What follows belongs to an exercise in optimizing a design on an open flow for small area, a short achievable clock period and few clock cycles; a production flow would make more cautious choices.
In this exercise RTL edits were held to simulation tests only and were not proved equivalent to the original.

===== flow/design.v =====
module priority_encoder #(parameter [31:0] W = 16)(
    input wire [W-1:0] input_vec,
    output reg output_valid,
    output reg [$clog2(W)-1:0] output_index
);
  integer i;
  always @(*) begin
    output_valid = 0;  
    output_index = 0;  
    for (i = W-1; i >= 0; i = i - 1) begin
      if (input_vec[i]) begin
        output_valid = 1;
        output_index = i[$clog2(W)-1:0];
      end
    end
  end
endmodule
module match_req_route_table (
    input wire [4*20-1:0] offset,
    output wire [4*(3 + 1)-1:0] route_map
);
    wire [20-1:0] channel_lower_bound [(3 + 1)-1:0];
    wire [20-1:0] channel_upper_bound [(3 + 1)-1:0];
    assign channel_lower_bound[0] = 0;
    assign channel_upper_bound[0] = 2 ** 12 - 768;
    assign channel_lower_bound[1] = 0;
    assign channel_upper_bound[1] = 2 ** 15 - 768;  
    assign channel_lower_bound[2] = 0;
    assign channel_upper_bound[2] = 2 ** 16 - 768;  
    assign channel_lower_bound[3] = 2 ** 16 - 768;
    assign channel_upper_bound[3] = 2 ** 20 - 1;  
    genvar i, j;
    generate
        for(i = 0; i < 4; i = i + 1) begin: ROUTE_MAP_GEN
            for(j = 0; j < (3 + 1); j = j + 1) begin: CHANNEL_GEN
                assign route_map[i*(3 + 1) + j] = 
                {offset[(i)*(20) +: (20)]} >= channel_lower_bound[j] && 
                {offset[(i)*(20) +: (20)]} < channel_upper_bound[j];
            end
        end
    endgenerate
endmodule
module lazy_summary_pipeline (
    input wire clk,
    input wire i_match_done,
    input wire [6-1:0] i_match_head_ptr,
    input wire [6-1:0] i_seq_head_ptr,
    input wire i_delim,
    input wire [4-1:0] i_match_valid,
    input wire [4*((5 + 6 - 1)+1)-1:0] i_match_len,
    input wire [4*20-1:0] i_offset,
    output wire o_summary_done,
    output wire [6-1:0] o_seq_head_ptr,
    output wire [17-1:0] o_summary_ll,
    output wire [(((5 + 6 - 1)+1))-1:0] o_summary_ml,
    output wire [20-1:0] o_summary_offset,
    output wire o_summary_delim,
    output wire o_summary_eoj,
    output wire [(((5 + 6 - 1)+1))-1:0] o_summary_overlap_len,
    output wire o_move_to_next_job,
    output wire [6-1:0] o_move_forward
);
    localparam GAIN_BITS = ((5 + 6 - 1)+1) + 2;
    reg s0_match_done_reg;
    reg [6-1:0] s0_seq_head_ptr_reg;
    reg s0_delim_reg;
    reg [4-1:0] s0_match_valid_reg;
    reg [4*(6+1)-1:0] s0_ll_reg;
    reg [4*((5 + 6 - 1)+1)-1:0] s0_match_len_reg;
    reg [4*20-1:0] s0_offset_reg;
    reg [4*$clog2(20)-1:0] s0_offset_bits_reg;
    reg [4*GAIN_BITS-1:0] s0_gain_reg;
    wire [4 * $clog2(20)-1:0] reversed_offset_bits;
    wire [4 * $clog2(20)-1:0] s0_offset_bits;
    function  automatic  [20-1:0] reverse_offset (
        input [20-1:0] offset
    );
        integer i;
        for(i = 0; i < 20; i = i + 1) begin
        reverse_offset[i] = offset[20-1-i];
        end
    endfunction
    genvar g_i;
    generate
        for(g_i = 0; g_i < 4; g_i = g_i + 1) begin: OFFSET_BITS_GEN
        /*verilator lint_off PINCONNECTEMPTY*/
        priority_encoder #(20) offset_bits_enc (
            .input_vec(reverse_offset({i_offset[(g_i)*(20) +: (20)]})),
            .output_valid(),
            .output_index({reversed_offset_bits[(g_i)*($clog2(20)) +: ($clog2(20))]})
        );
        assign {s0_offset_bits[(g_i)*($clog2(20)) +: ($clog2(20))]} = 20 - {reversed_offset_bits[(g_i)*($clog2(20)) +: ($clog2(20))]};
        end
    endgenerate
    always @(posedge clk) begin
        s0_match_done_reg <= i_match_done;
        s0_seq_head_ptr_reg <= i_seq_head_ptr;
        s0_delim_reg <= i_delim;
        s0_match_valid_reg <= i_match_valid;
        s0_match_len_reg <= i_match_len;
        s0_offset_bits_reg <= s0_offset_bits;
        s0_offset_reg <= i_offset;
        for(integer i = 0; i < 4; i = i + 1) begin
            {s0_ll_reg[(i)*(6+1) +: (6+1)]} <= {{(6+1)-$bits(i_match_head_ptr){1'b0}}, (i_match_head_ptr)} - {{(6+1)-$bits(i_seq_head_ptr){1'b0}}, (i_seq_head_ptr)} + i[6+1-1:0];
            {s0_gain_reg[(i)*(GAIN_BITS) +: (GAIN_BITS)]} <= {{(GAIN_BITS)-$bits({{i_match_len[(i)*(((5 + 6 - 1)+1)) +: (((5 + 6 - 1)+1))]}, 2'b0}){1'b0}}, ({{i_match_len[(i)*(((5 + 6 - 1)+1)) +: (((5 + 6 - 1)+1))]}, 2'b0})}
            + (GAIN_BITS)'(4 * (4 - i) + 20 + 1);  
        end
    end
    reg s1_match_done_reg;
    reg [6-1:0] s1_seq_head_ptr_reg;
    reg s1_delim_reg;
    reg [4-1:0] s1_match_valid_reg;
    reg [4*(6+1)-1:0] s1_ll_reg;
    reg [4*((5 + 6 - 1)+1)-1:0] s1_match_len_reg;
    reg [4*20-1:0] s1_offset_reg;
    reg [4*((5 + 6 - 1)+1)-1:0] s1_move_forward_reg; 
    reg [4*GAIN_BITS-1:0] s1_gain_reg;
    always @(posedge clk) begin
        s1_match_done_reg <= s0_match_done_reg;
        s1_seq_head_ptr_reg <= s0_seq_head_ptr_reg;
        s1_delim_reg <= s0_delim_reg;
        s1_match_valid_reg <= s0_match_valid_reg;
        s1_match_len_reg <= s0_match_len_reg;
        s1_offset_reg <= s0_offset_reg;
        s1_ll_reg <= s0_ll_reg;
        for(integer i = 0; i < 4; i = i + 1) begin
            {s1_gain_reg[(i)*(GAIN_BITS) +: (GAIN_BITS)]} <= s0_match_valid_reg[i] ? ({s0_gain_reg[(i)*(GAIN_BITS) +: (GAIN_BITS)]}
            - {{(GAIN_BITS)-$bits({s0_offset_bits_reg[(i)*($clog2(20)) +: ($clog2(20))]}){1'b0}}, ({s0_offset_bits_reg[(i)*($clog2(20)) +: ($clog2(20))]})}) : 0;
            {s1_move_forward_reg[(i)*(((5 + 6 - 1)+1)) +: (((5 + 6 - 1)+1))]} <= {s0_match_len_reg[(i)*(((5 + 6 - 1)+1)) +: (((5 + 6 - 1)+1))]} + 
            {{(((5 + 6 - 1)+1))-$bits({s0_ll_reg[(i)*(6+1) +: (6+1)]}){1'b0}}, ({s0_ll_reg[(i)*(6+1) +: (6+1)]})}; 
        end
    end
    localparam BEST_LAYER = $clog2(4);
    reg best_match_done_reg[BEST_LAYER-1:0];
    reg [6-1:0] best_seq_head_ptr_reg[BEST_LAYER-1:0];
    reg best_delim_reg[BEST_LAYER-1:0];
    wire [GAIN_BITS-1:0] cand_gain [4-1:0];
    genvar g_c;
    generate
        for(g_c = 0; g_c < 4; g_c = g_c + 1) begin: CAND_GEN
            assign cand_gain[g_c] = {s1_gain_reg[(g_c)*(GAIN_BITS) +: (GAIN_BITS)]};
        end
    endgenerate
    wire l0_sel_a = !(cand_gain[0] > cand_gain[1]);          
    wire l0_sel_b = !(cand_gain[2] > cand_gain[3]);          
    wire [1:0] l0_idx_a = {1'b0, l0_sel_a};
    wire [1:0] l0_idx_b = {1'b1, l0_sel_b};
    wire l1_sel = !(cand_gain[l0_idx_a] > cand_gain[l0_idx_b]);
    wire [1:0] best_idx = l1_sel ? l0_idx_b : l0_idx_a;
    reg [6+1-1:0] best_ll_q;
    reg [((5 + 6 - 1)+1)-1:0] best_match_len_q;
    reg [20-1:0] best_offset_q;
    reg [((5 + 6 - 1)+1)-1:0] best_move_forward_q;
    always @(posedge clk) begin
        best_match_done_reg[0] <= s1_match_done_reg;
        best_seq_head_ptr_reg[0] <= s1_seq_head_ptr_reg;
        best_delim_reg[0] <= s1_delim_reg;
        for(integer layer = 1; layer < BEST_LAYER; layer = layer + 1) begin
            best_match_done_reg[layer] <= best_match_done_reg[layer-1];
            best_seq_head_ptr_reg[layer] <= best_seq_head_ptr_reg[layer-1];
            best_delim_reg[layer] <= best_delim_reg[layer-1];
        end
        best_ll_q <= {s1_ll_reg[(best_idx)*(6+1) +: (6+1)]};
        best_match_len_q <= {s1_match_len_reg[(best_idx)*(((5 + 6 - 1)+1)) +: (((5 + 6 - 1)+1))]};
        best_offset_q <= {s1_offset_reg[(best_idx)*(20) +: (20)]};
        best_move_forward_q <= {s1_move_forward_reg[(best_idx)*(((5 + 6 - 1)+1)) +: (((5 + 6 - 1)+1))]};
    end
    reg s3_match_done_reg;
    reg [6-1:0] s3_seq_head_ptr_reg;
    reg [6+1-1:0] s3_ll_reg;
    reg [((5 + 6 - 1)+1)-1:0] s3_ml_reg;
    reg [20-1:0] s3_offset_reg;
    reg s3_eoj_reg;
    reg [(((5 + 6 - 1)+1))-1:0] s3_overlap_len_reg;
    reg s3_move_to_next_job_reg;
    reg [6-1:0] s3_move_forward_reg;
    reg s3_delim_reg;
    wire signed [((5 + 6 - 1)+1)+1-1:0] s3_overlap_len;
    assign s3_overlap_len = best_move_forward_q + {{(((5 + 6 - 1)+1))-$bits(best_seq_head_ptr_reg[BEST_LAYER-1]){1'b0}}, (best_seq_head_ptr_reg[BEST_LAYER-1])} - (2**6);
    always @(posedge clk) begin
        s3_match_done_reg <= best_match_done_reg[BEST_LAYER-1];
        s3_seq_head_ptr_reg <= best_seq_head_ptr_reg[BEST_LAYER-1];
        s3_delim_reg <= best_delim_reg[BEST_LAYER-1];
        if (s3_overlap_len >= 0) begin
            if(best_delim_reg[BEST_LAYER-1]) begin
                s3_ll_reg <= (2**6) - {{(6+1)-$bits(best_seq_head_ptr_reg[BEST_LAYER-1]){1'b0}}, (best_seq_head_ptr_reg[BEST_LAYER-1])};
                s3_ml_reg <= '0;
                s3_offset_reg <= '0;
                s3_eoj_reg <= 1'b1;
                s3_overlap_len_reg <= '0;
                s3_move_to_next_job_reg <= 1'b1;
                s3_move_forward_reg <= '0;
            end else begin
                s3_ll_reg <= best_ll_q;
                s3_ml_reg <= best_match_len_q;  
                s3_offset_reg <= best_offset_q;  
                s3_eoj_reg <= 1'b1;
                s3_overlap_len_reg <= s3_overlap_len[(((5 + 6 - 1)+1))-1:0];
                s3_move_to_next_job_reg <= 1'b1;
                s3_move_forward_reg <= '0;
            end
        end else begin
            s3_ll_reg <= best_ll_q;  
            s3_ml_reg <= best_match_len_q;  
            s3_offset_reg <= best_offset_q;  
            s3_eoj_reg <= 1'b0;
            s3_overlap_len_reg <= '0;
            s3_move_to_next_job_reg <= 1'b0;
            s3_move_forward_reg <= best_move_forward_q[6-1:0];  
        end
    end
    assign o_summary_done = s3_match_done_reg;
    assign o_seq_head_ptr = s3_seq_head_ptr_reg;
    assign o_summary_ll = {{(17)-$bits(s3_ll_reg){1'b0}}, (s3_ll_reg)};
    assign o_summary_ml = s3_ml_reg;
    assign o_summary_offset = s3_offset_reg;
    assign o_summary_delim = s3_delim_reg;
    assign o_summary_eoj = s3_eoj_reg;
    assign o_summary_overlap_len = s3_overlap_len_reg;
    assign o_move_to_next_job = s3_move_to_next_job_reg;
    assign o_move_forward = s3_move_forward_reg;
endmodule
module jp_load (
    input wire [20-1:0] hb,
    input wire [(2**4)-1:0] hv_in,
    input wire [(2**4)*23-1:0] ha_in,
    input wire [(2**4)*($clog2(13)+1)-1:0] hm_in,
    input wire [(2**4)-1:0] hx_in,
    input wire prev_v0,
    input wire [20-1:0] prev_d0,
    output wire [(2**4)*(3 + ($clog2(13)+1) + 20 + 3)-1:0] wdata
);
  function automatic [24:0] padd(input [23:0] a, input [23:0] b, input ci); 
    reg [23:0] p, gg, pp; 
    integer i, d; 
    begin 
      p = a ^ b; 
      gg = a & b; 
      pp = p; 
      gg[0] = gg[0] | (p[0] & ci); 
      for (d = 1; d < 24; d = d * 2) begin 
        for (i = 23; i >= d; i = i - 1) begin 
          gg[i] = gg[i] | (pp[i] & gg[i-d]); 
          pp[i] = pp[i] & pp[i-d]; 
        end 
      end 
      padd = {gg[23], p ^ {gg[22:0], ci}}; 
    end 
  endfunction 
  function automatic [47:0] csa(input [23:0] a, input [23:0] b, input [23:0] c); 
    begin 
      csa = {((a & b) | (a & c) | (b & c)) << 1, a ^ b ^ c}; 
    end 
  endfunction
  localparam AW = 23;
  localparam MW = ($clog2(13)+1);
  localparam OW = 20;
  localparam EW = (3 + ($clog2(13)+1) + 20 + 3);
  genvar g;
  wire [16*OW-1:0] dall;
  generate
    for (g = 0; g < 16; g = g + 1) begin : WR_GEN
      wire [AW-1:0] a = ha_in[g*AW +: AW];
      wire hv = hv_in[g];
      wire hx = hx_in[g];
      wire [47:0] dcs = csa({4'b0, hb}, {4'b0, ~a[OW-1:0]}, 24'(g + 1));
      wire [24:0] ds = padd(dcs[23:0], dcs[47:24], 1'b0);
      wire [OW-1:0] d = ds[OW-1:0];
      assign dall[g*OW +: OW] = d;
      wire c13 = (&a[OW-1:4]) & (a[3:0] >= 4'd3);
      wire [2:0] ah = a[AW-1:OW] + {2'b0, c13};
      wire pv;
      wire [OW-1:0] pd;     
      if (g == 0) begin : P0
        assign pv = prev_v0;
        assign pd = prev_d0;
      end else begin : PN
        assign pv = hv_in[g-1];
        assign pd = dall[(g-1)*OW +: OW];
      end
      wire same = pv ? (d == pd) : (d == {OW{1'b0}});
      assign wdata[g*EW +: EW] = {hv, hv & hx, hv & hx & ~same,
                                  hm_in[g*MW +: MW], d, ah};
    end
  endgenerate
endmodule
module jp_seek (
    input wire [64*(3 + ($clog2(13)+1) + 20 + 3)-1:0] tbl,
    input wire [5:0] s,
    input wire [1:0] lc,
    input wire [23-1:0] cur_h13,
    output wire [4*(3 + ($clog2(13)+1) + 20 + 3)-1:0] bank_word,
    output wire [3:0] bank_ovf,
    output reg [5:0] pstar,
    output wire found,
    output wire pstar_ok,
    output wire lanyp_a,
    output wire [23-1:0] hq_sum
);
  function automatic [24:0] padd(input [23:0] a, input [23:0] b, input ci); 
    reg [23:0] p, gg, pp; 
    integer i, d; 
    begin 
      p = a ^ b; 
      gg = a & b; 
      pp = p; 
      gg[0] = gg[0] | (p[0] & ci); 
      for (d = 1; d < 24; d = d * 2) begin 
        for (i = 23; i >= d; i = i - 1) begin 
          gg[i] = gg[i] | (pp[i] & gg[i-d]); 
          pp[i] = pp[i] & pp[i-d]; 
        end 
      end 
      padd = {gg[23], p ^ {gg[22:0], ci}}; 
    end 
  endfunction 
  function automatic [47:0] csa(input [23:0] a, input [23:0] b, input [23:0] c); 
    begin 
      csa = {((a & b) | (a & c) | (b & c)) << 1, a ^ b ^ c}; 
    end 
  endfunction
  localparam AW = 23;
  localparam EW = (3 + ($clog2(13)+1) + 20 + 3);
  localparam F_V  = EW - 1;
  localparam F_VX = EW - 2;
  localparam F_PD = EW - 3;
  genvar g, h;
  function automatic [7:0] thermo8(input [2:0] x);
    integer k;
    begin
      for (k = 0; k < 8; k = k + 1) thermo8[k] = (k >= x);
    end
  endfunction
  wire [7:0] th_h = thermo8(s[5:3]);
  wire [7:0] th_l = thermo8(s[2:0]);
  wire [7:0] eq_h = th_h & ~{th_h[6:0], 1'b0};
  wire [63:0] vm;
  generate
    for (g = 0; g < 64; g = g + 1) begin : VM_GEN
      assign vm[g] = tbl[g*EW + F_V] & ((th_h[g/8] & ~eq_h[g/8]) | (eq_h[g/8] & th_l[g%8]));
    end
  endgenerate
  reg [63:0] po;
  always @(*) begin
    po = vm;
    for (integer d = 1; d < 64; d = d * 2)
      for (integer i = 63; i >= d; i = i - 1)
        po[i] = po[i] | po[i-d];
  end
  wire [63:0] fh = vm & ~{po[62:0], 1'b0};
  assign found = po[63];
  always @(*) begin
    for (integer b = 0; b < 6; b = b + 1) begin
      pstar[b] = 1'b0;
      for (integer k = 0; k < 64; k = k + 1)
        if (k[b]) pstar[b] = pstar[b] | fh[k];
    end
  end
  wire ok1 = |fh[12:0];
  wire ok2 = |fh[28:0];
  wire ok3 = |fh[44:0];
  assign pstar_ok = (lc == 2'd1) ? ok1 : (lc == 2'd2) ? ok2 : (lc == 2'd3) ? ok3 : 1'b0;
  generate
    for (g = 0; g < 4; g = g + 1) begin : BANK_GEN
      wire [15:0] rs;
      for (h = 0; h < 16; h = h + 1) begin : RS_GEN
        assign rs[h] = fh[4*h+g] | ((4*h+g-1 >= 0) ? fh[(4*h+g-1 >= 0) ? 4*h+g-1 : 0] : 1'b0)
                     | ((4*h+g-2 >= 0) ? fh[(4*h+g-2 >= 0) ? 4*h+g-2 : 0] : 1'b0)
                     | ((4*h+g-3 >= 0) ? fh[(4*h+g-3 >= 0) ? 4*h+g-3 : 0] : 1'b0);
      end
      reg [EW-1:0] wsel;
      always @(*) begin
        wsel = {EW{1'b0}};
        for (integer r = 0; r < 16; r = r + 1)
          wsel = wsel | ({EW{rs[r]}} & tbl[(4*r+g)*EW +: EW]);
      end
      assign bank_word[g*EW +: EW] = wsel;
      assign bank_ovf[g] = (g < 1 ? fh[61] : 1'b0) | (g < 2 ? fh[62] : 1'b0) | (g < 3 ? fh[63] : 1'b0);
    end
  endgenerate
  wire [3:0] apend;
  generate
    for (g = 0; g < 4; g = g + 1) begin : APEND_GEN
      wire [1:0] bs = pstar[1:0] + g[1:0];
      wire [EW-1:0] w = bank_word[bs*EW +: EW];
      if (g == 0) begin : P0
        assign apend[g] = w[F_VX];
      end else begin : PN
        assign apend[g] = ~bank_ovf[bs] & w[F_PD];
      end
    end
  endgenerate
  assign lanyp_a = |apend;
  wire [24:0] hqs = padd({1'b0, cur_h13}, {18'b0, pstar}, 1'b0);
  assign hq_sum = hqs[AW-1:0];
endmodule
module jp_lane (
    input wire [4*(3 + ($clog2(13)+1) + 20 + 3)-1:0] bw,
    input wire [3:0] bovf,
    input wire [1:0] lp_lo,
    input wire [4*20-1:0] lo_off,
    output wire [3:0] lv,
    output wire [3:0] lpend,
    output wire [4*($clog2(13)+1)-1:0] lm,
    output wire [4*20-1:0] loff,
    output wire [4*20-1:0] ld,
    output wire [4*3-1:0] lah
);
  localparam MW = ($clog2(13)+1);
  localparam OW = 20;
  localparam EW = (3 + ($clog2(13)+1) + 20 + 3);
  localparam F_V  = EW - 1;
  localparam F_VX = EW - 2;
  localparam F_PD = EW - 3;
  localparam F_M  = 3 + OW;
  localparam F_D  = 3;
  localparam F_AH = 0;
  genvar g;
  generate
    for (g = 0; g < 4; g = g + 1) begin : LANE_GEN
      wire [1:0] bs = lp_lo + g[1:0];
      wire [EW-1:0] w = bw[bs*EW +: EW];
      wire lin = ~bovf[bs];
      assign lv[g] = lin & w[F_V];
      if (g == 0) begin : P0
        assign lpend[g] = w[F_VX];
      end else begin : PN
        assign lpend[g] = lin & w[F_PD];
      end
      assign lm[g*MW +: MW] = lin ? w[F_M +: MW] : {MW{1'b0}};
      assign loff[g*OW +: OW] = lin ? (w[F_V] ? w[F_D +: OW] : {OW{1'b0}}) : lo_off[g*OW +: OW];
      assign ld[g*OW +: OW] = w[F_D +: OW];
      assign lah[g*3 +: 3] = w[F_AH +: 3];
    end
  endgenerate
endmodule
module jp_gain (
    input wire [4*($clog2(13)+1)-1:0] lm,
    input wire [4*20-1:0] loff,
    output wire [4*9-1:0] gcomb
);
  function automatic [24:0] padd(input [23:0] a, input [23:0] b, input ci); 
    reg [23:0] p, gg, pp; 
    integer i, d; 
    begin 
      p = a ^ b; 
      gg = a & b; 
      pp = p; 
      gg[0] = gg[0] | (p[0] & ci); 
      for (d = 1; d < 24; d = d * 2) begin 
        for (i = 23; i >= d; i = i - 1) begin 
          gg[i] = gg[i] | (pp[i] & gg[i-d]); 
          pp[i] = pp[i] & pp[i-d]; 
        end 
      end 
      padd = {gg[23], p ^ {gg[22:0], ci}}; 
    end 
  endfunction 
  function automatic [47:0] csa(input [23:0] a, input [23:0] b, input [23:0] c); 
    begin 
      csa = {((a & b) | (a & c) | (b & c)) << 1, a ^ b ^ c}; 
    end 
  endfunction
  localparam MW = ($clog2(13)+1);
  localparam OW = 20;
  genvar g;
  generate
    for (g = 0; g < 4; g = g + 1) begin : G_GEN
      wire [OW-1:0] o = loff[g*OW +: OW];
      reg [4:0] bits;
      always @(*) begin
        bits = 5'd20;
        for (integer k = 0; k < OW; k = k + 1) if (o[k]) bits = k[4:0] + 5'd1;
      end
      wire [24:0] gs = padd({17'b0, lm[g*MW +: MW], 2'b00}, {15'b0, 9'(4 * (4 - g) + 21)} + {15'b0, 4'hf, ~bits}, 1'b1);
      assign gcomb[g*9 +: 9] = gs[8:0];
    end
  endgenerate
endmodule
module jp_req (
    input wire [23-1:0] lhq,
    input wire [4*20-1:0] loff,
    input wire [4*20-1:0] ld,
    input wire [4*3-1:0] lah,
    output wire [4*23-1:0] head_addr,
    output wire [4*23-1:0] hist_addr,
    output wire [4*4-1:0] router_map
);
  function automatic [24:0] padd(input [23:0] a, input [23:0] b, input ci); 
    reg [23:0] p, gg, pp; 
    integer i, d; 
    begin 
      p = a ^ b; 
      gg = a & b; 
      pp = p; 
      gg[0] = gg[0] | (p[0] & ci); 
      for (d = 1; d < 24; d = d * 2) begin 
        for (i = 23; i >= d; i = i - 1) begin 
          gg[i] = gg[i] | (pp[i] & gg[i-d]); 
          pp[i] = pp[i] & pp[i-d]; 
        end 
      end 
      padd = {gg[23], p ^ {gg[22:0], ci}}; 
    end 
  endfunction 
  function automatic [47:0] csa(input [23:0] a, input [23:0] b, input [23:0] c); 
    begin 
      csa = {((a & b) | (a & c) | (b & c)) << 1, a ^ b ^ c}; 
    end 
  endfunction
  localparam AW = 23;
  localparam OW = 20;
  genvar g;
  generate
    for (g = 0; g < 4; g = g + 1) begin : REQ_GEN
      wire [24:0] hd = padd({1'b0, lhq}, 24'(g), 1'b0);
      wire [OW-1:0] o = loff[g*OW +: OW];
      wire [47:0] hcs = csa({4'b0, lhq[OW-1:0]}, {4'b0, ~ld[g*OW +: OW]}, 24'(g + 1));
      wire [24:0] hl = padd(hcs[23:0], hcs[47:24], 1'b0);
      wire [24:0] c0 = padd({4'b0, o}, 24'd1045248, 1'b0);     
      wire [24:0] c1 = padd({4'b0, o}, 24'd1016576, 1'b0);     
      wire [24:0] c2 = padd({4'b0, o}, 24'd983808, 1'b0);      
      assign head_addr[g*AW +: AW] = hd[AW-1:0];
      assign hist_addr[g*AW +: AW] = {lah[g*3 +: 3], hl[OW-1:0]};
      assign router_map[g*4 + 0] = !c0[OW];
      assign router_map[g*4 + 1] = !c1[OW];
      assign router_map[g*4 + 2] = !c2[OW];
      assign router_map[g*4 + 3] = c2[OW] && (o != 20'hFFFFF);
    end
  endgenerate
endmodule
module jp_b (
    input wire [4*((5 + 6 - 1)+1)-1:0] rr,      
    input wire [3:0] lv,
    input wire lanyp,
    input wire [4*($clog2(13)+1)-1:0] lm,
    input wire [4*9-1:0] gq,
    input wire [4*9-1:0] gcomb,
    input wire [5:0] lp,
    input wire [5:0] s,
    output wire [1:0] best,
    output wire tpos_best,
    output wire [5:0] sn_best
);
  function automatic [24:0] padd(input [23:0] a, input [23:0] b, input ci); 
    reg [23:0] p, gg, pp; 
    integer i, d; 
    begin 
      p = a ^ b; 
      gg = a & b; 
      pp = p; 
      gg[0] = gg[0] | (p[0] & ci); 
      for (d = 1; d < 24; d = d * 2) begin 
        for (i = 23; i >= d; i = i - 1) begin 
          gg[i] = gg[i] | (pp[i] & gg[i-d]); 
          pp[i] = pp[i] & pp[i-d]; 
        end 
      end 
      padd = {gg[23], p ^ {gg[22:0], ci}}; 
    end 
  endfunction 
  function automatic [47:0] csa(input [23:0] a, input [23:0] b, input [23:0] c); 
    begin 
      csa = {((a & b) | (a & c) | (b & c)) << 1, a ^ b ^ c}; 
    end 
  endfunction
  localparam LW = ((5 + 6 - 1)+1);
  localparam MW = ($clog2(13)+1);
  genvar g;
  wire [3:0] tpos;
  wire [4*6-1:0] sn;
  wire [3:0] gz;             
  wire [4*12-1:0] rx;        
  wire [24:0] lls = padd({18'b0, lp}, {18'h3ffff, ~s}, 1'b1);       
  generate
    for (g = 0; g < 4; g = g + 1) begin : LB_GEN
      wire [LW-1:0] r = rr[g*LW +: LW];
      wire [MW-1:0] m = lm[g*MW +: MW];
      wire [8:0] G = gq[g*9 +: 9];
      wire [24:0] c6 = padd({18'b0, r[5:0]}, {18'b0, G[7:2]}, 1'b0);
      wire hi1 = &r[LW-1:6];
      assign gz[g] = (G[1:0] == 2'b00) && hi1 && c6[6] && (c6[5:0] == 6'd0);
      assign rx[g*12 +: 12] = {hi1 & c6[6], r};
      wire [6:0] ll = lls[6:0] + 7'(g);
      wire [24:0] ks = padd({19'b0, m}, {17'b0, ll}, 1'b0);
      wire [24:0] mfs = padd({17'b0, ks[6:0]}, {13'b0, r}, 1'b0);    
      wire [LW-1:0] mf = mfs[LW-1:0];
      wire [24:0] t6 = padd({18'b0, mf[5:0]}, {18'b0, s}, 1'b0);
      assign tpos[g] = (|mf[LW-1:6]) | t6[6];                         
      assign sn[g*6 +: 6] = t6[5:0];
    end
  endgenerate
  function automatic cmp_req(input vi, input vj, input zi, input [11:0] ri, input [11:0] rj,
                             input [8:0] gi, input [8:0] gj);
    reg [24:0] dg;
    reg [47:0] c3;
    reg [24:0] z;
    reg c;
    begin
      dg = padd({15'b0, gi}, {15'h7fff, ~gj}, 1'b1);    
      c3 = csa({11'b0, ri[10:0], 2'b00}, ~{11'b0, rj[10:0], 2'b00}, dg[23:0]);
      z = padd(c3[23:0], c3[47:24], 1'b0);
      if (ri[11] == rj[11]) c = !z[15];
      else if (ri[11]) c = !z[15] && (z[14] || z[13]);
      else c = !z[15] || (z[15:13] == 3'b111);
      cmp_req = vi && (vj ? c : !zi);
    end
  endfunction
  function automatic cmp_nr(input vi, input vj, input [8:0] gi, input [8:0] gj);
    reg [24:0] z;
    begin
      z = padd({15'b0, gj}, {15'b0, ~gi}, 1'b1);       
      cmp_nr = vi && (!vj || !z[9]);
    end
  endfunction
  wire [11:0] r0 = rx[0 +: 12], r1 = rx[12 +: 12], r2 = rx[24 +: 12], r3 = rx[36 +: 12];
  wire [8:0] q0 = gq[0 +: 9], q1 = gq[9 +: 9], q2 = gq[18 +: 9], q3 = gq[27 +: 9];
  wire [8:0] n0 = gcomb[0 +: 9], n1 = gcomb[9 +: 9], n2 = gcomb[18 +: 9], n3 = gcomb[27 +: 9];
  wire c01 = lanyp ? cmp_req(lv[0], lv[1], gz[0], r0, r1, q0, q1) : cmp_nr(lv[0], lv[1], n0, n1);
  wire c23 = lanyp ? cmp_req(lv[2], lv[3], gz[2], r2, r3, q2, q3) : cmp_nr(lv[2], lv[3], n2, n3);
  wire c02 = lanyp ? cmp_req(lv[0], lv[2], gz[0], r0, r2, q0, q2) : cmp_nr(lv[0], lv[2], n0, n2);
  wire c03 = lanyp ? cmp_req(lv[0], lv[3], gz[0], r0, r3, q0, q3) : cmp_nr(lv[0], lv[3], n0, n3);
  wire c12 = lanyp ? cmp_req(lv[1], lv[2], gz[1], r1, r2, q1, q2) : cmp_nr(lv[1], lv[2], n1, n2);
  wire c13 = lanyp ? cmp_req(lv[1], lv[3], gz[1], r1, r3, q1, q3) : cmp_nr(lv[1], lv[3], n1, n3);
  wire a_gt_b = c01 ? (c23 ? c02 : c03) : (c23 ? c12 : c13);
  assign best = a_gt_b ? {1'b0, !c01} : {1'b1, !c23};
  wire tpos_a = c01 ? tpos[0] : tpos[1];
  wire tpos_b = c23 ? tpos[2] : tpos[3];
  assign tpos_best = a_gt_b ? tpos_a : tpos_b;
  wire [5:0] sn_a = c01 ? sn[0 +: 6] : sn[6 +: 6];
  wire [5:0] sn_b = c23 ? sn[12 +: 6] : sn[18 +: 6];
  assign sn_best = a_gt_b ? sn_a : sn_b;
endmodule
module jp_rec (
    input wire [1:0] best,
    input wire [4*((5 + 6 - 1)+1)-1:0] rr,
    input wire [4*($clog2(13)+1)-1:0] lm,
    input wire [4*20-1:0] loff,
    input wire [5:0] lp,
    input wire [5:0] s,
    input wire tpos,
    input wire fin,
    output wire [6:0] o_ll,
    output wire [((5 + 6 - 1)+1)-1:0] o_ml,
    output wire [20-1:0] o_off,
    output wire o_eoj,
    output wire [((5 + 6 - 1)+1)-1:0] o_ovl
);
  function automatic [24:0] padd(input [23:0] a, input [23:0] b, input ci); 
    reg [23:0] p, gg, pp; 
    integer i, d; 
    begin 
      p = a ^ b; 
      gg = a & b; 
      pp = p; 
      gg[0] = gg[0] | (p[0] & ci); 
      for (d = 1; d < 24; d = d * 2) begin 
        for (i = 23; i >= d; i = i - 1) begin 
          gg[i] = gg[i] | (pp[i] & gg[i-d]); 
          pp[i] = pp[i] & pp[i-d]; 
        end 
      end 
      padd = {gg[23], p ^ {gg[22:0], ci}}; 
    end 
  endfunction 
  function automatic [47:0] csa(input [23:0] a, input [23:0] b, input [23:0] c); 
    begin 
      csa = {((a & b) | (a & c) | (b & c)) << 1, a ^ b ^ c}; 
    end 
  endfunction
  localparam LW = ((5 + 6 - 1)+1);
  localparam MW = ($clog2(13)+1);
  localparam OW = 20;
  wire [LW-1:0] r = rr[best*LW +: LW];
  wire [MW-1:0] m = lm[best*MW +: MW];
  wire [OW-1:0] o = loff[best*OW +: OW];
  wire [24:0] lls = padd({18'b0, lp}, {18'h3ffff, ~s}, 1'b1);
  wire [6:0] ll = lls[6:0] + {5'b0, best};
  wire [24:0] lens = padd({19'b0, m}, {13'b0, r}, 1'b0);
  wire [24:0] ks = padd({19'b0, m}, {17'b0, ll}, 1'b0);
  wire [24:0] mfs = padd({17'b0, ks[6:0]}, {13'b0, r}, 1'b0);
  wire [24:0] ovs = padd({13'b0, mfs[LW-1:0]}, {13'b0, 5'b11111, s}, 1'b0);
  assign o_ll = fin ? 7'd64 - {1'b0, s} : ll;
  assign o_ml = fin ? {LW{1'b0}} : lens[LW-1:0];
  assign o_off = fin ? {OW{1'b0}} : o;
  assign o_eoj = fin | tpos;
  assign o_ovl = (fin || !tpos) ? {LW{1'b0}} : ovs[LW-1:0];
endmodule
module job_pe #(parameter JOB_PE_IDX = 0) (
    input wire clk,
    input wire rst_n,
    input wire hash_batch_valid,
    input wire [23-1:0] hash_batch_head_addr,
    input wire [(2**4)-1:0] hash_batch_history_valid,
    input wire [(2**4)*23-1:0] hash_batch_history_addr,
    input wire [(2**4)*($clog2(13)+1)-1:0] hash_batch_meta_match_len,
    input wire [(2**4)-1:0] hash_batch_meta_match_can_ext,
    input wire hash_batch_delim,
    output wire hash_batch_ready,
    output reg seq_valid,
    output reg [17-1:0] seq_ll,
    output reg [(((5 + 6 - 1)+1))-1:0] seq_ml,
    output reg [20-1:0] seq_offset,
    output reg seq_eoj,
    output reg [(((5 + 6 - 1)+1))-1:0] seq_overlap_len,
    output reg seq_delim,
    input wire seq_ready,
    output wire match_req_group_valid,
    output wire [4*23-1:0] match_req_group_head_addr,
    output reg [4*23-1:0] match_req_group_history_addr,
    output reg [4*(3 + 1)-1:0] match_req_group_router_map,
    output reg [4-1:0] match_req_group_strb,
    input wire match_req_group_ready,
    input wire match_resp_group_valid,
    output wire match_resp_group_ready,
    input wire [4*((5 + 6 - 1)+1)-1:0] match_resp_group_match_len
);
  localparam AW = 23;
  localparam MW = ($clog2(13)+1);
  localparam LW = ((5 + 6 - 1)+1);
  localparam OW = 20;
  localparam NW = 16;                
  localparam EW = (3 + ($clog2(13)+1) + 20 + 3);            
  localparam RW = (7 + ((5 + 6 - 1)+1) + 20 + 1 + ((5 + 6 - 1)+1) + 6);
  localparam F_V  = EW - 1;
  localparam F_D  = 3;
  genvar g;
  reg [1:0] lc;         
  reg [1:0] njobs;      
  reg cur_id;           
  reg [AW-1:0] jh13 [0:1];   
  reg jdelim [0:1];
  reg [5:0] s;          
  localparam PH_A = 2'd0, PH_R = 2'd1, PH_B = 2'd2, PH_W = 2'd3;
  reg [1:0] ph;
  wire cur_partial = (njobs == 2'd1) && (lc != 2'd0);
  wire have_cur = (njobs != 2'd0);
  wire cur_full = have_cur && !cur_partial;
  wire newest_is_cur = (njobs == 2'd0) || cur_partial;
  wire load_id = newest_is_cur ? cur_id : ~cur_id;
  wire nxt_loading = ((njobs == 2'd1) && (lc == 2'd0)) || ((njobs == 2'd2) && (lc != 2'd0));
  assign hash_batch_ready = newest_is_cur || (nxt_loading && (s[5:4] > lc));
  wire fire_b = hash_batch_valid && hash_batch_ready;
  wire [AW-1:0] cur_h13 = jh13[cur_id];
  wire cur_delim = jdelim[cur_id];
  reg [64*EW-1:0] tbl;
  reg prev_v0;
  reg [OW-1:0] prev_d0;
  always @(*) begin
    case (lc)
      2'd1: begin prev_v0 = tbl[15*EW + F_V]; prev_d0 = tbl[15*EW + F_D +: OW]; end
      2'd2: begin prev_v0 = tbl[31*EW + F_V]; prev_d0 = tbl[31*EW + F_D +: OW]; end
      default: begin prev_v0 = tbl[47*EW + F_V]; prev_d0 = tbl[47*EW + F_D +: OW]; end
    endcase
  end
  wire [NW*EW-1:0] wdata;
  jp_load u_load (
    .hb(hash_batch_head_addr[OW-1:0]),
    .hv_in(hash_batch_history_valid),
    .ha_in(hash_batch_history_addr),
    .hm_in(hash_batch_meta_match_len),
    .hx_in(hash_batch_meta_match_can_ext),
    .prev_v0(prev_v0),
    .prev_d0(prev_d0),
    .wdata(wdata)
  );
  generate
    for (g = 0; g < 4; g = g + 1) begin : SLOT_GEN
      always @(posedge clk) begin
        if (hash_batch_ready && (lc == g[1:0])) begin
          tbl[g*NW*EW +: NW*EW] <= wdata;
        end
      end
    end
  endgenerate
  wire [4*EW-1:0] bank_word;
  wire [3:0] bank_ovf;
  wire [5:0] pstar;
  wire found, pstar_ok, lanyp_a;
  wire [AW-1:0] hq_sum;
  jp_seek u_seek (
    .tbl(tbl), .s(s), .lc(lc), .cur_h13(cur_h13),
    .bank_word(bank_word), .bank_ovf(bank_ovf), .pstar(pstar), .found(found),
    .pstar_ok(pstar_ok), .lanyp_a(lanyp_a), .hq_sum(hq_sum)
  );
  reg [4*EW-1:0] bw;      
  reg [3:0] bovf;         
  reg [5:0] lp;           
  reg [AW-1:0] lhq;       
  always @(posedge clk) begin
    if (ph == PH_A && !e_block) begin
      bw <= bank_word;
      bovf <= bank_ovf;
      lp <= pstar;
      lhq <= hq_sum;
    end
  end
  reg sv_q;        
  reg rec_wait;    
  reg [6:0] alt_ll;
  always @(*) seq_valid = sv_q && !rec_wait;
  wire out_free = !sv_q || (seq_valid && seq_ready);
  reg e_v;
  wire e_write = e_v && out_free;
  wire e_block = e_v && !out_free;    
  wire a_go = have_cur && (ph == PH_A) && !e_block && (cur_full || (found && pstar_ok));
  wire a_step = a_go && found;
  wire a_tail = a_go && !found && !e_v && out_free;
  reg [4*OW-1:0] lo_off;    
  wire [3:0] lv, lpend;
  wire [4*MW-1:0] lm;
  wire [4*OW-1:0] loff, ld;
  wire [4*3-1:0] lah;
  jp_lane u_lane (
    .bw(bw), .bovf(bovf), .lp_lo(lp[1:0]), .lo_off(lo_off),
    .lv(lv), .lpend(lpend), .lm(lm), .loff(loff), .ld(ld), .lah(lah)
  );
  wire lanyp = |lpend;
  wire [4*9-1:0] gcomb;
  jp_gain u_gain (.lm(lm), .loff(loff), .gcomb(gcomb));
  assign match_req_group_valid = (ph == PH_R);
  wire [4*AW-1:0] req_hist;
  wire [4*4-1:0] req_map;
  jp_req u_req (
    .lhq(lhq), .loff(loff), .ld(ld), .lah(lah),
    .head_addr(match_req_group_head_addr), .hist_addr(req_hist), .router_map(req_map)
  );
  always @(*) begin
    match_req_group_history_addr = req_hist;
    match_req_group_router_map = req_map;
    match_req_group_strb = lpend;
  end
  reg [4*9-1:0] gq;
  always @(posedge clk) begin
    if (ph == PH_R) begin
      gq <= gcomb;
    end
  end
  wire b_ok = (ph == PH_B) && !e_v;
  assign match_resp_group_ready = b_ok && lanyp;
  wire b_commit = b_ok && (!lanyp || match_resp_group_valid);
  wire delim_arrive = fire_b && (lc == 2'd3) && cur_partial;
  wire eff_full = cur_full || delim_arrive;
  wire eff_delim = cur_full ? cur_delim : hash_batch_delim;
  wire [4*LW-1:0] rr;
  generate
    for (g = 0; g < 4; g = g + 1) begin : RR_GEN
      assign rr[g*LW +: LW] = lpend[g] ? match_resp_group_match_len[g*LW +: LW] : {LW{1'b0}};
    end
  endgenerate
  wire [1:0] best;
  wire tpos_best;
  wire [5:0] sn_best;
  jp_b u_b (
    .rr(rr), .lv(lv), .lanyp(lanyp), .lm(lm), .gq(gq), .gcomb(gcomb),
    .lp(lp), .s(s), .best(best), .tpos_best(tpos_best), .sn_best(sn_best)
  );
  reg [1:0] e_best;
  reg [4*LW-1:0] e_r;
  reg [5:0] e_s;
  reg e_tpos, e_known, e_delim;
  always @(posedge clk) begin
    if (b_commit) begin
      e_best <= best;
      e_r <= rr;
      e_s <= s;
      e_tpos <= tpos_best;
      e_known <= eff_full;
      e_delim <= eff_delim;
    end else if (e_v && !e_known && delim_arrive) begin
      e_known <= 1'b1;
      e_delim <= hash_batch_delim;
    end
  end
  wire d_known = e_known || delim_arrive;
  wire d_val = e_known ? e_delim : hash_batch_delim;
  wire [6:0] r_ll;
  wire [LW-1:0] r_ml, r_ovl;
  wire [OW-1:0] r_off;
  wire r_eoj;
  jp_rec u_rec (
    .best(e_best), .rr(e_r), .lm(lm), .loff(loff), .lp(lp), .s(e_s),
    .tpos(e_tpos), .fin(e_tpos && d_known && d_val),
    .o_ll(r_ll), .o_ml(r_ml), .o_off(r_off), .o_eoj(r_eoj), .o_ovl(r_ovl)
  );
  wire w_end = (ph == PH_W) && delim_arrive;
  wire job_end = a_tail || (b_commit && tpos_best && eff_full) || w_end;
  always @(posedge clk) begin
    if (!rst_n) begin
      sv_q <= 1'b0;
      rec_wait <= 1'b0;
      e_v <= 1'b0;
    end else begin
      if (e_write || a_tail) begin
        sv_q <= 1'b1;
      end else if (seq_valid && seq_ready) begin
        sv_q <= 1'b0;
      end
      if (e_write) begin
        rec_wait <= !d_known;
      end else if (delim_arrive) begin
        rec_wait <= 1'b0;
      end
      if (b_commit) begin
        e_v <= 1'b1;
      end else if (e_write) begin
        e_v <= 1'b0;
      end
    end
  end
  always @(posedge clk) begin
    if (e_write) alt_ll <= 7'd64 - {1'b0, e_s};
    if (b_commit) lo_off <= loff;
  end
  always @(posedge clk) begin
    if (rec_wait && delim_arrive) begin
      seq_delim <= hash_batch_delim;
      if (hash_batch_delim && seq_eoj) begin
        seq_ll <= {{(17-7){1'b0}}, alt_ll};
        seq_ml <= '0;
        seq_offset <= '0;
        seq_overlap_len <= '0;
      end
    end else if (a_tail) begin
      seq_ll <= {{(17-7){1'b0}}, 7'd64 - {1'b0, s}};
      seq_ml <= '0;
      seq_offset <= '0;
      seq_eoj <= 1'b1;
      seq_overlap_len <= '0;
      seq_delim <= cur_delim;
    end else if (e_write) begin
      seq_ll <= {{(17-7){1'b0}}, r_ll};
      seq_ml <= r_ml;
      seq_offset <= r_off;
      seq_eoj <= r_eoj;
      seq_overlap_len <= r_ovl;
      seq_delim <= d_val;
    end
  end
  always @(posedge clk) begin
    if (fire_b) begin
      if (lc == 2'd0) jh13[load_id] <= hash_batch_head_addr + AW'(13);
      if (lc == 2'd3) jdelim[load_id] <= hash_batch_delim;
    end
  end
  wire inc_j = fire_b && (lc == 2'd0);
  wire [1:0] nj_keep = inc_j ? njobs + 2'd1 : njobs;
  wire [1:0] nj_dec = inc_j ? njobs : njobs - 2'd1;
  wire early_end = a_tail || w_end;                  
  wire b_end_if = b_commit && eff_full;              
  wire [1:0] nj_t0 = early_end ? nj_dec : nj_keep;
  wire [1:0] nj_t1 = (early_end || b_end_if) ? nj_dec : nj_keep;
  reg [1:0] ph_n0;                                   
  always @(*) begin
    ph_n0 = ph;
    if (early_end) ph_n0 = PH_A;
    else case (ph)
      PH_A: if (a_step) ph_n0 = lanyp_a ? PH_R : PH_B;
      PH_R: if (match_req_group_ready) ph_n0 = PH_B;
      default: ;
    endcase
  end
  wire [5:0] s_n0 = early_end ? 6'd0 : s;
  always @(posedge clk) begin
    if (!rst_n) begin
      lc <= 2'd0;
      njobs <= 2'd0;
      cur_id <= 1'b0;
      s <= 6'd0;
      ph <= PH_A;
    end else begin
      if (fire_b) lc <= lc + 2'd1;
      njobs <= tpos_best ? nj_t1 : nj_t0;
      cur_id <= cur_id ^ (early_end || (b_end_if && tpos_best));
      if (b_commit) begin
        ph <= (tpos_best && !eff_full) ? PH_W : PH_A;
        s <= sn_best & {6{!(tpos_best && eff_full)}};
      end else begin
        ph <= ph_n0;
        s <= s_n0;
      end
    end
  end
endmodule

===== flow/run.sh =====
#!/bin/bash
# synth_recipe.tcl (not shown) runs the flow's synth.tcl, then flattens the netlist and writes it again
# the make line also repeats each setting of config.mk as NAME=value (left out here)
make -C /OpenROAD-flow-scripts/flow DESIGN_CONFIG=/design/flow/config.mk WORK_HOME=/design/flow/orfs CLKGATE_MAP_FILE= SYNTH_SCRIPT=/design/flow/synth_recipe.tcl finish

===== flow/config.mk =====
export PLATFORM = sky130hd
export DESIGN_NAME = job_pe
export DESIGN_NICKNAME = job_pe
export VERILOG_FILES = /design/flow/design.v
export SDC_FILE = /design/flow/constraint.sdc
export NUM_CORES = 4
export LEC_CHECK = 0
export CAP_MARGIN = 40
export CORE_MARGIN = 2
export CORE_UTILIZATION = 40
export PLACE_DENSITY = 0.6
export SETUP_SLACK_MARGIN = 4
export SLEW_MARGIN = 20
export SYNTH_HIERARCHICAL = 1

===== flow/constraint.sdc =====
create_clock -name core_clock -period 10.0 [get_ports {clk}]
set_input_delay 2.0000 -clock core_clock [delete_from_list [all_inputs] [get_ports {clk}]]
set_output_delay 2.0000 -clock core_clock [all_outputs]
set_load 0.01 [all_outputs]

==> run notes <==
==> path summary, 6_finish.rpt <==
path	start	endpoint	slack, ns	cells after the start
worst min-delay path	tbl[1738]	bw[2]	0.53	2
worst min register to register	tbl[1738]	bw[2]	0.53	2
worst max register to register	lp[0]	njobs[1]	2.44	34
worst max-delay path	lp[0]	njobs[1]	2.44	34
==> cell type report <==
cell class              instances  area [sq um]  share of cell area [%]
diodes                         79           198                   0.112
clock buffers                 330          7160                    4.06
clock inverters               161          1670                   0.945
inverters                     931          3560                    2.02
multi-input cells            7991         67800                    38.4
flip-flops and latches       2435         73000                    41.4
well taps                    4730          5920                    3.36
repair buffers               1796         17100                    9.70
==> worst reg2reg max path, delay by kind of cell (launching register included) <==
family | cells | cell delay, ns
buffers and inverters | 8 | 1.16
multiplexers | 3 | 0.67
adder cells (fa/ha/maj) | 2 | 0.54
AO/OA/AOI/OAI | 12 | 2.74
AND/OR/NAND/NOR | 7 | 1.51
flip-flops | 1 | 0.44
XOR/XNOR | 2 | 0.38
==> flip-flops by register name, summed over array words and instances, names as in the netlist, 4 cells and up, named ones only <==
name / count
gq: 36
lo_off: 80
lhq: 23
e_r: 44
bovf: 4
alt_ll: 7
lp: 6
tbl: 1984
seq_ll: 7
seq_offset: 20
jh13: 46
bw: 124
seq_ml: 11
e_s: 6
seq_overlap_len: 11
s: 6
==> cell families after synthesis <==
| logic type | share of synthesized area [%] |
|---|---|
| and+or+nand+nor | 10.2 |
| AOI/OAI and AO/OA | 13.6 |
| DFF | 51.3 |
| buffers and inverters | 4.45 |
| adders and majority gates | 11.6 |
| xor gates and xnor gates | 5.92 |
| muxes | 2.88 |
| other | 0.00792 |
==> modules after synthesis, one instance, submodules excluded <==
module	cells inside	copies in the design	flip-flops and latches
jp_rec	318	1	0
jp_req	948	1	0
job_pe	2894	1	2435
jp_b	1416	1	0
jp_lane	509	1	0
jp_seek	2122	1	0
jp_load	3339	1	0
jp_gain	313	1	0
==> per-layer routing <==
metal / vias to the layer above / global-route usage, %
met5: - / 0
met4: 44 / 22.6
met3: 1717 / 9.06
met2: 7972 / 50.7
met1: 56475 / 41.9
li1: 48815 / -
==> stage by stage <==
step	hold slack (ns)	cell area, sq um	std cells
finish	0.531	176000	18453
CTS	0.533	172000	18182
floorplan	0.493	142000	11874
detailed placement	0.534	159000	17461
global placement	0.527	158000	17381
global route	0.575	176000	18407
==> synthesized netlist by cell type (170+ instances only) <==
master                     instances  area share (%)
sky130_fd_sc_hd__clkbuf_1        247            0.65
sky130_fd_sc_hd__nor2_1          531             1.4
sky130_fd_sc_hd__edfxtp_1       2418              51
sky130_fd_sc_hd__a21oi_1         600             2.1
sky130_fd_sc_hd__nor3_1          222            0.78
sky130_fd_sc_hd__ha_1           1140              10
sky130_fd_sc_hd__o21ai_0         267            0.94
sky130_fd_sc_hd__nand3_1         364             1.3
sky130_fd_sc_hd__xor2_1          377             2.3
sky130_fd_sc_hd__inv_1           926             2.4
sky130_fd_sc_hd__nand4_1         279             1.2
sky130_fd_sc_hd__nand2_1         607             1.6
sky130_fd_sc_hd__a21o_1          188            0.99
sky130_fd_sc_hd__buf_4           170            0.90
sky130_fd_sc_hd__a222oi_1        299             2.1
sky130_fd_sc_hd__a22oi_1         249             1.3
sky130_fd_sc_hd__xnor2_1         574             3.5
==> what timing repair did <==
action,in CTS,in global routing
endpoints found under the setup margin,386,190
hold buffers,0,0
gates resized for setup,915,475
setup buffers,208,171
gates cloned,22,7
pin swaps,126,155
==> run notes <==
The slew at the pin closest to its max-slew limit came out at 1.15 ns. The critical path is of the reg -> reg type. The routability congestion estimate came out at 1.02. The headroom to the max-slew limit came out at 23.2%.

In the layout the commonest cells are sky130_fd_sc_hd__edfxtp_1, sky130_fd_sc_hd__ha_1, sky130_fd_sc_hd__inv_1. The area of the die is 360000 sq um. The post-CTS clock slew at the launch and capture registers of the worst setup and hold paths came out at 0.06 ns. The boundary pin count came out at 823. The kind of launch point of the worst setup path is a register. The mapped netlist covers 142000 sq um.

The post-route worst setup slack is 2.44 ns. The initial utilization of the core area, before any placement, comes to 40.3%. The number of max-slew violations in the final report was 0. Dividing the final minimum period by the clock period gives 75.6%.

TritonCTS built the clock tree. The detail route stage leaves a number of antenna-violating nets equal to 0. The final critical-path required period came out at 7.56 ns. The flow ran to the end and the layout has no timing, DRC or antenna violations. The total congestion overflow after global routing is 0. The final total negative setup slack came out at 0 ns. The clock network latency to the later pin of the worst-skew pair came out at 0.96 ns. Leaving out fill and tap cells, the most frequent cell in the layout is sky130_fd_sc_hd__edfxtp_1.

The maximum number of pins on one net before global-route repair is 154. The final setup skew came out at 0.106 ns. The total of fill cells in the finished design is 31.1k. STA classifies the critical path endpoint as a register. Measured along the y axis, the die boundary spans 600 microns. The total clock buffers created by CTS came out at 273. The number of DRC violations after detailed routing came out at 0. The required time of the worst setup path is 10.81 ns. The maximum single-stage delay on the critical path came out at 0.44 ns.

The net count reported at finish came out at 15.2k. The count of endpoints failing hold in the final timing report came out at 0. In this run the top signal layer used is met5. The detail-routed net length per standard cell came out at 34.2 microns.

The number of global-route vias before repair was 107k. The count of max-cap constraint violations is 0. Together, buffers and inverters on the worst path number 8. The length of routed met2 wiring came out at 274000 microns. Row generation in the floorplan step produced 218 rows. The portion of the post-synthesis area used by sequential elements is 51.3%. The min-delay analysis places its worst path in the category reg -> reg. The buffer depth of the longest clock path came out at 4. Measured on the finished design, the core utilization comes to 49.9%. During synthesis, Yosys emitted a total of 13 warnings. The most numerous cell on the critical path is sky130_fd_sc_hd__buf_6. The async set or reset register ratio after synthesis came out at 0%. The cell family contributing the most delay on the critical path is compound AO/OA/AOI/OAI gates. The number of sinks driven by the clock tree is 2435.

The number of antenna violations at the first check in global routing is 112. The length of routed wiring on met1 came out at 231000 microns. The region available for standard cell placement spans 353000 sq um. The slowest stage of the critical path is the sky130_fd_sc_hd__edfxtp_1 cell. The ratio of cells with drive above 1 in the final layout is 18.1%. Setup repair after global routing could not meet its margin everywhere. In this run, synthesis inferred 2418 flip-flops with an integrated enable. A synthesized cell averages 12.0 sq um. The overall global routing resource usage came out at 33.5%. In the synthesized netlist the dominant register cell turns out to be sky130_fd_sc_hd__edfxtp_1. The data arrival at the endpoint of the critical path came out at 8.37 ns. The via total after detailed routing came out at 115k. The H-tree depth reported by CTS is 5. The first global-routing pass estimated 851000 microns of wire. Compared with the post-synthesis result, the final layout area differs by 24.0%.

Detailed routing placed a total of 75300 microns of wire on met3. The sum of routed wire length over all layers is 630000 microns. The violation count after the first detailed-routing iteration came out at 16.9k. The synthesized design contains 2435 register bits. The number of port buffers came out at 812.

The clock tree root driver cell is sky130_fd_sc_hd__clkbuf_16. The half-perimeter wire length after detailed placement came out at 459000 microns. Dividing the detail-routed via count by the number of cells gives 6.23. Yosys mapped the design onto 140 distinct sky130hd cell types. Timing analysis after detailed placement gives a worst setup slack of 1.16 ns.

Of all nets on the critical path, the largest fanout is 10. The width of the die came out at 600 microns. Derived from the worst setup path, the maximum achievable clock frequency is 132 MHz. The cell count after synthesis is 11.9k.

The first-pass detailed-route iteration total came out at 10. Setup violations remaining at the end of the flow were counted as 0.

## port drivers added, routing unchanged
The flow's constraints put no driver on any port. The routed layout listed below was extracted and timed again, unchanged, in two steps.
Step 1, drivers: a clkbuf_16 drives clk and a buf_2 each remaining input, both assumed.
Step 2 adds t to the input delays and takes it off the output delays; t is the mean of the earliest and latest rising clock arrival at the registers after step 1. Input paths then give back, and output paths get back, about the clock's delay inside the block.
a / b / c = ideal ports / drivers / drivers and shift; a / b = the first two.
shift t [ns]: 1.023
slack for setup (ns): 2.445 / 2.445 / 2.301
slew at the worst register clock pin (ns): 0.07 / 0.07
After both steps setup and hold are still met in this run. For this run, drivers alone change the setup slack by 0.000 ns; drivers and shift together by -0.144 ns.
